Source: an optimization exercise on an open RTL-to-GDS flow (aim: small area). Production flows keep margins and buffers that such runs may drop. At most, simulation tests tie the RTL to the original design; equivalence was not proved. The clock input has no modelled driver; a real chip could not lean on it and would need a root buffer or a full tree.

==> flow/design.v (excerpt) <==
module total_fir(total_out, x_in, clk);
	input clk;
	input signed [7:0] x_in;
	output signed [15:0] total_out;
	reg [7:0] e0;
	reg [7:0] e1;
	reg [7:0] e2;
	reg [7:0] e3;
	reg [7:0] e4;
	reg [7:0] e5;
	reg [7:0] e6;
	reg [7:0] e7;
	reg [7:0] e8;
	reg [7:0] e9;
	reg [7:0] e10;
	reg [7:0] e11;
	reg [7:0] e12;
	reg [7:0] e13;
	reg [7:0] e14;
	reg [7:0] e15;
	reg [7:0] e16;
	reg [7:0] e17;
	reg r498;
	reg r499;
	reg r558;
	reg r559;
	reg r606;
	reg r607;
	reg r642;
	reg r667;
	reg r668;
	reg r683;
	reg r684;
	reg r691;
	reg r692;
	reg r695;
	reg r696;
	reg r703;
	reg r704;
	reg r705;
	reg r706;
	reg r707;
	wire o5_0;
	wire o6_0;
	wire o7_0;
	wire o8_0;
	wire o16_0;
	wire w1;
	wire w2;
	wire w3;
	wire w4;
	wire w5;
	wire w6;
	wire w7;
	wire w8;
	wire w9;
	wire w10;
	wire w11;
	wire w12;
	wire w13;
	wire w14;
	wire w15;
	wire w16;
	wire w17;
	wire w18;
	wire w19;
	wire w20;
	wire w21;
	wire w22;
	wire w23;
	wire w24;
	wire w25;
	wire w26;
	wire w27;
	wire w28;
	wire w29;
	wire w30;
	wire w31;
	wire w32;
	wire w33;
	wire w34;
	wire w35;
	wire w36;
	wire w37;
	wire w38;
	wire w39;
	wire w40;
	wire w41;
	wire w42;
	wire w43;
	wire w44;
	wire w45;
	wire w46;
	wire w47;
	wire w48;
	wire w49;
	wire w50;
	wire w51;
	wire w52;
	wire w53;
	wire w54;
	wire w55;
	wire w56;
	wire w57;
	wire w58;
	wire w59;
	wire w60;
	wire w61;
	wire w62;
	wire w63;
	wire w64;
	wire w65;
	wire w66;
	wire w67;
	wire w68;
	wire w69;
	wire w70;
	wire w71;
	wire w72;
	wire w73;
	wire w74;
	wire w75;
	wire w76;
	wire w77;
	wire w78;
	wire w79;
	wire w80;
	wire w81;
	wire w82;
  ...
clock: 5.0 ns
lec_check: 0
cap_margin: 20
core_margin: 2
core_utilization: 40
place_density: 0.75
slew_margin: 20
synth_hierarchical: 1
synth_minimum_keep_size: 0
standard.sh (not shown) runs the stock make flow with config.mk's settings and CLKGATE_MAP_FILE= SYNTH_SCRIPT=/design/flow/synth_recipe.tcl, a recipe that flattens the netlist after the stock synthesis.
==> flow/flow/run.sh <==
#!/bin/bash
# The standard layout (standard.sh, the ORFS flow), with ORFS's own variables set for two steps:
#  - clock tree synthesis without dummy balancing loads, built from clkbuf_8 cells;
#  - port buffering with the smallest buffer cell (every input and output still gets a buffer).
# The full ORFS output goes to standard.log in this folder (per-step logs under orfs/logs).
export CTS_ARGS="-sink_clustering_enable -repair_clock_nets -dont_use_dummy_load -buf_list sky130_fd_sc_hd__clkbuf_8"
export BUFFER_PORTS_ARGS="-buffer_cell sky130_fd_sc_hd__buf_1"
# timing-driven global placement: use its trial buffering for net weights only, do not keep it
export GPL_KEEP_OVERFLOW=0
bash standard.sh > standard.log 2>&1
Change:
Settings changed: CORE_UTILIZATION 40 to 60, PLACE_DENSITY 0.75 to not set.
Worst hold slack improved by 4.1 ps. Routed wire length went up by a few percent. Worst setup slack loses 72 ps. Sequential cell count does not change. Utilization rises by 22 points. Final area is lower slightly.
Change:
Settings changed: CORE_UTILIZATION 60 to 40.
Outcome:
- die area rose by 48%
- sequential share of layout area fell by 0.44 points
- maximum frequency is about the same
- final area rose by 1.3%
- utilization fell by 21 points


total_fir, a different RTL version from the one above (not shown whole).
Size: about 580 cells after synthesis, about 25 I/O pins, about 9900 um^2 of cells after synthesis.
Settings: LEC_CHECK=0, CAP_MARGIN=20, CORE_MARGIN=2, CORE_UTILIZATION=40, SLEW_MARGIN=20, SYNTH_HIERARCHICAL=1, SYNTH_MINIMUM_KEEP_SIZE=0; clock period 5.0 ns.
==> flow/flow/run.sh <==
#!/bin/bash
cp standard.sh standard.sh.txt
export CTS_ARGS="-sink_clustering_enable -repair_clock_nets -dont_use_dummy_load -buf_list sky130_fd_sc_hd__clkbuf_8"
export BUFFER_PORTS_ARGS="-buffer_cell sky130_fd_sc_hd__buf_1"
bash standard.sh > standard.log 2>&1
Next try:
==> flow/flow/run.sh (replaced) <==
#!/bin/bash
# The standard layout (standard.sh), with ORFS variables set for two steps:
# clock tree synthesis without dummy balancing loads, and port buffers of the smallest buffer.
export CTS_ARGS="-sink_clustering_enable -repair_clock_nets -dont_use_dummy_load -buf_list sky130_fd_sc_hd__clkbuf_8 -sink_clustering_size 25 -sink_clustering_max_diameter 150"
export BUFFER_PORTS_ARGS="-buffer_cell sky130_fd_sc_hd__buf_1"
bash standard.sh > standard.log 2>&1
Settings changed: CORE_UTILIZATION 40 to 65.
What happened: Flip-flop and latch count stays the same. Wire length shrinks slightly. Final cell count falls by about a fifth.
Next try:
==> flow/flow/run.sh (replaced) <==
#!/bin/bash
# The standard layout (standard.sh), with ORFS variables set for two steps:
# clock tree synthesis without dummy balancing loads, and port buffers of the smallest buffer.
export CTS_ARGS="-sink_clustering_enable -repair_clock_nets -dont_use_dummy_load -buf_list sky130_fd_sc_hd__clkbuf_16 -sink_clustering_size 40 -sink_clustering_max_diameter 300"
export BUFFER_PORTS_ARGS="-buffer_cell sky130_fd_sc_hd__buf_1"
bash standard.sh > standard.log 2>&1
Settings changed: CORE_UTILIZATION 65 to 40.
Hold slack is better by 3.8 ps.
Register-to-register slack is better by 40 ps.
Cell area increases by 3.3%.
Sequential share of layout area decreases by 1.0 points.
Fmax increases by 0.73%.
Worst setup slack is better by 35 ps.
Routed wire length increases by 2.9%.
Global-route usage decreases by 11 points.
No run of this note included a check of the RTL's function; only the layout flow was run.


== the reference run ==
total_fir with an RTL version that a note above also has.
Size: roughly 570 cells after synthesis, roughly 160 flip-flops.
==> flow/design.v (excerpt) <==
module total_fir(total_out, x_in, clk);
	input clk;
	input signed [7:0] x_in;
	output signed [15:0] total_out;
	reg [7:0] e0;
	reg [7:0] e1;
	reg [7:0] e2;
	reg [7:0] e3;
	reg [7:0] e4;
	reg [7:0] e5;
	reg [7:0] e6;
	reg [7:0] e7;
	reg [7:0] e8;
	reg [7:0] e9;
	reg [7:0] e10;
	reg [7:0] e11;
	reg [7:0] e12;
	reg [7:0] e13;
	reg [7:0] e14;
	reg [7:0] e15;
	reg [7:0] e16;
	reg [7:0] e17;
	reg r498;
	reg r499;
	reg r558;
	reg r559;
	reg r606;
	reg r607;
	reg r642;
	reg r667;
	reg r668;
	reg r683;
	reg r684;
	reg r691;
	reg r692;
	reg r695;
	reg r696;
	reg r703;
	reg r704;
	reg r705;
	reg r706;
	reg r707;
	wire o5_0;
	wire o6_0;
	wire o7_0;
	wire o8_0;
	wire o16_0;
	wire w1;
	wire w2;
	wire w3;
	wire w4;
	wire w5;
	wire w6;
	wire w7;
	wire w8;
	wire w9;
	wire w10;
	wire w11;
	wire w12;
	wire w13;
	wire w14;
	wire w15;
	wire w16;
	wire w17;
	wire w18;
	wire w19;
	wire w20;
	wire w21;
	wire w22;
	wire w23;
	wire w24;
	wire w25;
	wire w26;
	wire w27;
	wire w28;
	wire w29;
	wire w30;
	wire w31;
	wire w32;
	wire w33;
	wire w34;
	wire w35;
	wire w36;
	wire w37;
	wire w38;
	wire w39;
	wire w40;
	wire w41;
	wire w42;
	wire w43;
	wire w44;
	wire w45;
	wire w46;
	wire w47;
	wire w48;
	wire w49;
	wire w50;
	wire w51;
	wire w52;
	wire w53;
	wire w54;
	wire w55;
	wire w56;
	wire w57;
	wire w58;
	wire w59;
	wire w60;
	wire w61;
	wire w62;
	wire w63;
	wire w64;
	wire w65;
	wire w66;
	wire w67;
	wire w68;
	wire w69;
	wire w70;
	wire w71;
	wire w72;
	wire w73;
	wire w74;
	wire w75;
	wire w76;
	wire w77;
  ...
export LEC_CHECK = 0
export CAP_MARGIN = 20
export CORE_MARGIN = 2
export CORE_UTILIZATION = 40
export SLEW_MARGIN = 20
export SYNTH_HIERARCHICAL = 1
export SYNTH_MINIMUM_KEEP_SIZE = 0
create_clock -name core_clock -period 5.0 [get_ports {clk}]
==> flow/flow/run.sh <==
#!/bin/bash
# The standard layout (standard.sh, the ORFS flow), with ORFS's own variables set for three steps:
#  - clock tree: flow/mycts.tcl (sourced by ORFS before its CTS step) replaces TritonCTS with a
#    two-level tree: one clkbuf_16 at the clock port driving MYCTS_NLEAF clkbuf_4 cells, each
#    driving one placement cluster of flip-flops (balanced k-means on flip-flop locations);
#  - port buffering with the smallest buffer cell (every input and output still gets a buffer);
#  - timing-driven global placement keeps none of its trial buffering.
# The full ORFS output goes to standard.log in this folder (per-step logs under orfs/logs).
export PRE_CTS_TCL="$(pwd)/flow/mycts.tcl"
export MYCTS_NLEAF=20
export MYCTS_CELL=sky130_fd_sc_hd__clkbuf_4
export MYCTS_ROOT=sky130_fd_sc_hd__clkbuf_16
export BUFFER_PORTS_ARGS="-buffer_cell sky130_fd_sc_hd__buf_1"
export GPL_KEEP_OVERFLOW=0
bash standard.sh > standard.log 2>&1
Other scripts of this flow, unchanged in this note and not shown: flow/flow/mycts.tcl
The reference run | status: complete | timing, DRC, antenna: pass
The following lists how the trial run was set up differently from the reference run:
--- a/flow/config.mk
+++ b/flow/config.mk
@@ -10,2 +10,3 @@
 export CORE_UTILIZATION = 40
+export PLACE_DENSITY = 0.75
 export SLEW_MARGIN = 20
[summary]
Taking the reference run as the reference, in the trial run first-iteration detailed-routing DRC count rose about 20%; synthesis-to-layout area growth was more or less identical; vias per cell saw a decrease.
Between the reference run and the trial run, the via count is lower for the trial run.
Cell area delta (the reference run -> the trial run): insignificant
The trial run ends up with a global-route wire length before repair that is about 4% lower than in the reference run.
Per the comparison of the trial run with the reference run, post-route fraction of the period consumed by the critical path shrank by 0.34 points; number of instances on the worst hold path held; routed wire length now smaller.
No run of this note takes its clock network from TritonCTS; it comes from the design's own scripts or RTL.

static timing again, ports no longer ideal:
In the flow no input, the clock included, has a driving cell. The finished layouts below were timed again as built, in two steps.
Step 1 (the two cells are an assumption about what drives the block):
set clk [get_ports {clk}]
set_driving_cell -lib_cell sky130_fd_sc_hd__clkbuf_16 $clk
set_driving_cell -lib_cell sky130_fd_sc_hd__buf_2 [delete_from_list [all_inputs] $clk]
Step 2 times the ports against the registers' clock, not the clock port: input delays grow and output delays shrink by t, the midpoint of the rising clock arrivals with the driver on.
Slacks: ideal ports / drivers / drivers and shift; pairs: ideal ports / drivers.
run | t, ns | slack for setup (ns) | worst data-port slew with drivers (ns)
the first run of note 1 | 0.485 | 0.158 / 0.158 / 0.158 | 0.04
the second run of note 1 | 0.489 | 0.085 / 0.085 / 0.085 | 0.03
the third run of note 1 | 0.496 | 0.092 / 0.092 / 0.092 | 0.03
the first run of note 2 | 0.480 | 0.111 / 0.074 / 0.399 | 0.03
the second run of note 2 | 0.482 | 0.104 / 0.066 / 0.353 | 0.03
the third run of note 2 | 0.457 | 0.140 / 0.098 / 0.392 | 0.03
the reference run | 0.446 | 0.110 / 0.110 / 0.110 | 0.03
the trial run | 0.445 | 0.127 / 0.127 / 0.127 | 0.04
After both steps every run listed still meets setup and hold.
